Source: an optimization exercise on an open RTL-to-GDS flow (aim: small area and a short achievable clock period). Production flows keep margins and buffers that such runs may drop. Function was checked by simulation only, so behaviour that the tests miss may differ from the original. Power figures rest on the tool's default switching activity, not on a simulated workload.

Setup of onyx:
==> flow/design.v <==
`timescale 1ns/1ps
module cache_xnor2 (input logic a, b, output logic y);
    assign y = ~(a ^ b);
endmodule
module cache_nand4 (input logic a, b, c, d, output logic y);
    assign y = ~(a & b & c & d);
endmodule
module cache_nor4 (input logic a, b, c, d, output logic y);
    assign y = ~(a | b | c | d);
endmodule
module cache_nor3 (input logic a, b, c, output logic y);
    assign y = ~(a | b | c);
endmodule
module cache_nand2 (input logic a, b, output logic y);
    assign y = ~(a & b);
endmodule
module cache_line_match (
    input  logic [25:0] stored,
    input  logic [25:0] tag,
    input  logic        valid,
    input  logic        sel,
    output logic        y,
    output logic        y_n
);
    logic [27:0] eq;
    genvar b;
    generate
        for (b = 0; b < 26; b++) begin : g_eq
            cache_xnor2 u_x (.a(stored[b]), .b(tag[b]), .y(eq[b]));
        end
    endgenerate
    assign eq[26] = valid;
    assign eq[27] = sel;
    logic [6:0] n;
    genvar k;
    generate
        for (k = 0; k < 7; k++) begin : g_n
            cache_nand4 u_n (.a(eq[4*k]), .b(eq[4*k+1]), .c(eq[4*k+2]), .d(eq[4*k+3]), .y(n[k]));
        end
    endgenerate
    logic qa, qb;
    cache_nor4  u_qa (.a(n[0]), .b(n[1]), .c(n[2]), .d(n[3]), .y(qa));
    cache_nor3  u_qb (.a(n[4]), .b(n[5]), .c(n[6]), .y(qb));
    cache_nand2 u_y  (.a(qa), .b(qb), .y(y_n));
    assign y = qa & qb;
endmodule
module cache_or32n (input logic [31:0] in_n, output logic y);
    logic [7:0] t;
    genvar j;
    generate
        for (j = 0; j < 8; j++) begin : g_t
            cache_nand4 u_t (.a(in_n[4*j]), .b(in_n[4*j+1]), .c(in_n[4*j+2]), .d(in_n[4*j+3]), .y(t[j]));
        end
    endgenerate
    logic u0, u1;
    cache_nor4  u_u0 (.a(t[0]), .b(t[1]), .c(t[2]), .d(t[3]), .y(u0));
    cache_nor4  u_u1 (.a(t[4]), .b(t[5]), .c(t[6]), .d(t[7]), .y(u1));
    cache_nand2 u_y  (.a(u0), .b(u1), .y(y));
endmodule
module cache (
    input  logic        clk,
    input  logic        rst_n,
    input  logic        read_en,
    input  logic        write_en,
    input  logic [31:0] address,
    input  logic [31:0] write_data,
    output logic [31:0] read_data,
    output logic        hit
);
    localparam NSETS = 16;
    logic [25:0] tag;
    logic [3:0]  index;
    logic        access;
    assign tag    = address[31:6];
    assign index  = address[5:2];
    assign access = read_en | write_en;
    logic [25:0] tag0  [0:NSETS-1];
    logic [25:0] tag1  [0:NSETS-1];
    logic [31:0] data0 [0:NSETS-1];
    logic [31:0] data1 [0:NSETS-1];
    logic [NSETS-1:0] v1;
    logic [NSETS-1:0] lru;
    logic [NSETS-1:0] sel;
    always_comb begin
        for (int s = 0; s < NSETS; s++) sel[s] = (index == s);
    end
    logic [NSETS-1:0] h0, h1, h0_n, h1_n;
    genvar gs;
    generate
        for (gs = 0; gs < NSETS; gs++) begin : g_set
            cache_line_match u_m0 (.stored(tag0[gs]), .tag(tag), .valid(v1[gs] | lru[gs]),
                                   .sel(sel[gs]), .y(h0[gs]), .y_n(h0_n[gs]));
            cache_line_match u_m1 (.stored(tag1[gs]), .tag(tag), .valid(v1[gs]),
                                   .sel(sel[gs]), .y(h1[gs]), .y_n(h1_n[gs]));
        end
    endgenerate
    cache_or32n u_hit (.in_n({h1_n, h0_n}), .y(hit));
    logic [NSETS-1:0] hs;
    assign hs = h0 | h1;
    logic [31:0] data_out;
    always_comb begin
        data_out = '0;
        for (int s = 0; s < NSETS; s++) begin
            data_out = data_out | ({32{h0[s]}} & data0[s]) | ({32{h1[s]}} & data1[s]);
        end
    end
    logic [31:0] fill;
    assign fill = write_en ? write_data : address;
    always_ff @(posedge clk or negedge rst_n) begin
        if (!rst_n) begin
            v1        <= '0;
            lru       <= '0;
            read_data <= '0;
        end else if (access) begin
            read_data <= data_out;
            for (int s = 0; s < NSETS; s++) begin
                if (sel[s]) begin
                    if (hs[s]) begin
                        lru[s] <= h0[s];
                    end else begin
                        lru[s] <= ~lru[s];
                        if (lru[s]) v1[s] <= 1'b1;
                    end
                end
            end
        end
    end
    always_ff @(posedge clk) begin
        for (int s = 0; s < NSETS; s++) begin
            if (access && sel[s]) begin
                if (!hs[s] && !lru[s]) tag0[s] <= tag;
                if (!hs[s] &&  lru[s]) tag1[s] <= tag;
                if ((h0[s] && write_en) || (!hs[s] && !lru[s])) data0[s] <= fill;
                if ((h1[s] && write_en) || (!hs[s] &&  lru[s])) data1[s] <= fill;
            end
        end
    end
endmodule
==> flow/config.mk <==
export PLATFORM = sky130hd
export DESIGN_NAME = cache
export DESIGN_NICKNAME = cache
export VERILOG_FILES = /design/flow/design.v
export SDC_FILE = /design/flow/constraint.sdc
export NUM_CORES = 4
export LEC_CHECK = 0
export CAP_MARGIN = 5
export CORE_MARGIN = 2
export CORE_UTILIZATION = 55
export CTS_CLUSTER_DIAMETER = 60
export CTS_CLUSTER_SIZE = 30
export PLACE_DENSITY = 0.72
export SETUP_SLACK_MARGIN = 4.0
export SLEW_MARGIN = 5
export SYNTH_HIERARCHICAL = 1
export SYNTH_MINIMUM_KEEP_SIZE = 0
export TNS_END_PERCENT = 5
==> flow/constraint.sdc <==
create_clock -name core_clock -period 8.0 [get_ports {clk}]
set_input_delay 1.6000 -clock core_clock [delete_from_list [all_inputs] [get_ports {clk}]]
set_output_delay 1.6000 -clock core_clock [all_outputs]
set_load 0.01 [all_outputs]
run.sh (not shown) runs the stock make flow with config.mk's settings and CLKGATE_MAP_FILE= SYNTH_SCRIPT=/design/flow/synth_recipe.tcl, a recipe that flattens the netlist after the stock synthesis.
For cedar, these inputs were changed with respect to onyx:
diff --git a/flow/design.v b/flow/design.v
--- a/flow/design.v
+++ b/flow/design.v
@@ -1,9 +1,15 @@
 `timescale 1ns/1ps
-module cache_xnor2 (input logic a, b, output logic y);
-    assign y = ~(a ^ b);
+module cache_xor2 (input logic a, b, output logic y);
+    assign y = a ^ b;
+endmodule
+module cache_nor2 (input logic a, b, output logic y);
+    assign y = ~(a | b);
+endmodule
+module cache_nand3 (input logic a, b, c, output logic y);
+    assign y = ~(a & b & c);
 endmodule
 module cache_nand4 (input logic a, b, c, d, output logic y);
     assign y = ~(a & b & c & d);
 endmodule
 module cache_nor4 (input logic a, b, c, d, output logic y);
     assign y = ~(a | b | c | d);
@@ -14,38 +20,36 @@
 module cache_nand2 (input logic a, b, output logic y);
     assign y = ~(a & b);
 endmodule
 module cache_line_match (
     input  logic [25:0] stored,
     input  logic [25:0] tag,
-    input  logic        valid,
-    input  logic        sel,
-    output logic        y,
+    input  logic        en,
     output logic        y_n
 );
-    logic [27:0] eq;
-    genvar b;
+    logic [25:0] x;
+    logic [13:0] a;
+    logic [6:0]  b;
+    logic [2:0]  c;
+    genvar k;
     generate
-        for (b = 0; b < 26; b++) begin : g_eq
-            cache_xnor2 u_x (.a(stored[b]), .b(tag[b]), .y(eq[b]));
+        for (k = 0; k < 26; k++) begin : g_x
+            cache_xor2 u_x (.a(stored[k]), .b(tag[k]), .y(x[k]));
+        end
+        for (k = 0; k < 13; k++) begin : g_a
+            cache_nor2 u_a (.a(x[2*k]), .b(x[2*k+1]), .y(a[k]));
+        end
+        for (k = 0; k < 7; k++) begin : g_b
+            cache_nand2 u_b (.a(a[2*k]), .b(a[2*k+1]), .y(b[k]));
         end
     endgenerate
-    assign eq[26] = valid;
-    assign eq[27] = sel;
-    logic [6:0] n;
-    genvar k;
-    generate
-        for (k = 0; k < 7; k++) begin : g_n
-            cache_nand4 u_n (.a(eq[4*k]), .b(eq[4*k+1]), .c(eq[4*k+2]), .d(eq[4*k+3]), .y(n[k]));
-        end
-    endgenerate
-    logic qa, qb;
-    cache_nor4  u_qa (.a(n[0]), .b(n[1]), .c(n[2]), .d(n[3]), .y(qa));
-    cache_nor3  u_qb (.a(n[4]), .b(n[5]), .c(n[6]), .y(qb));
-    cache_nand2 u_y  (.a(qa), .b(qb), .y(y_n));
-    assign y = qa & qb;
+    assign a[13] = en;
+    cache_nor2  u_c0 (.a(b[0]), .b(b[1]), .y(c[0]));
+    cache_nor2  u_c1 (.a(b[2]), .b(b[3]), .y(c[1]));
+    cache_nor3  u_c2 (.a(b[4]), .b(b[5]), .c(b[6]), .y(c[2]));
+    cache_nand3 u_y  (.a(c[0]), .b(c[1]), .c(c[2]), .y(y_n));
 endmodule
 module cache_or32n (input logic [31:0] in_n, output logic y);
     logic [7:0] t;
     genvar j;
     generate
         for (j = 0; j < 8; j++) begin : g_t
@@ -85,18 +89,20 @@
         for (int s = 0; s < NSETS; s++) sel[s] = (index == s);
     end
     logic [NSETS-1:0] h0, h1, h0_n, h1_n;
     genvar gs;
     generate
         for (gs = 0; gs < NSETS; gs++) begin : g_set
-            cache_line_match u_m0 (.stored(tag0[gs]), .tag(tag), .valid(v1[gs] | lru[gs]),
-                                   .sel(sel[gs]), .y(h0[gs]), .y_n(h0_n[gs]));
-            cache_line_match u_m1 (.stored(tag1[gs]), .tag(tag), .valid(v1[gs]),
-                                   .sel(sel[gs]), .y(h1[gs]), .y_n(h1_n[gs]));
+            cache_line_match u_m0 (.stored(tag0[gs]), .tag(tag), .en(sel[gs] & (v1[gs] | lru[gs])),
+                                   .y_n(h0_n[gs]));
+            cache_line_match u_m1 (.stored(tag1[gs]), .tag(tag), .en(sel[gs] & v1[gs]),
+                                   .y_n(h1_n[gs]));
         end
     endgenerate
+    assign h0 = ~h0_n;
+    assign h1 = ~h1_n;
     cache_or32n u_hit (.in_n({h1_n, h0_n}), .y(hit));
     logic [NSETS-1:0] hs;
     assign hs = h0 | h1;
     logic [31:0] data_out;
     always_comb begin
         data_out = '0;
### Flow results
cedar vs onyx: relative contribution of combinational cells to total power up. The total chip power reported for cedar is greater than that of onyx by 4.2%. [compare] base=onyx new=cedar: vias per cell down 1.8%, effective utilization at floorplan stayed essentially flat, post-synth design cell area climbed 1100 sq um, multiplexer area fraction after synthesis neither gained nor lost much, critical path depth climbed 2. [cedar] proportion of layout cells with a drive suffix above 1 rose 1.7 points relative to onyx. Per the comparison of cedar with onyx, portion of the post-synthesis area used by sequential elements saw a decrease, clock group power saw an increase.

==> afterwards: timing with drivers on the ports <==
In the flow no input, the clock included, has a driving cell. The finished layouts below were timed again as built, in two steps.
Step 1 sets driving cells, clkbuf_16 on the clock port and buf_2 on the other inputs (assumed; they add their load-dependent delay and slew).
Step 2 moves the port delays by t, midway between the first and last clock arrival at a register: inputs arrive t later, outputs are due t later. That takes back most of the time a late clock gives input paths.
Slacks: no drivers / after step 1 / after step 2; pairs: no drivers / after step 1.
run	shift t [ns]	setup WS [ns]	worst setup path after step 2
onyx	0.859	2.869 / 2.622 / 2.439	input to register
cedar	0.857	2.788 / 2.512 / 2.512	input to output
After both steps setup and hold are still met in every run listed. The setup slack of onyx, which loses most, moves by -0.247 ns with the drivers and by -0.430 ns with both steps.
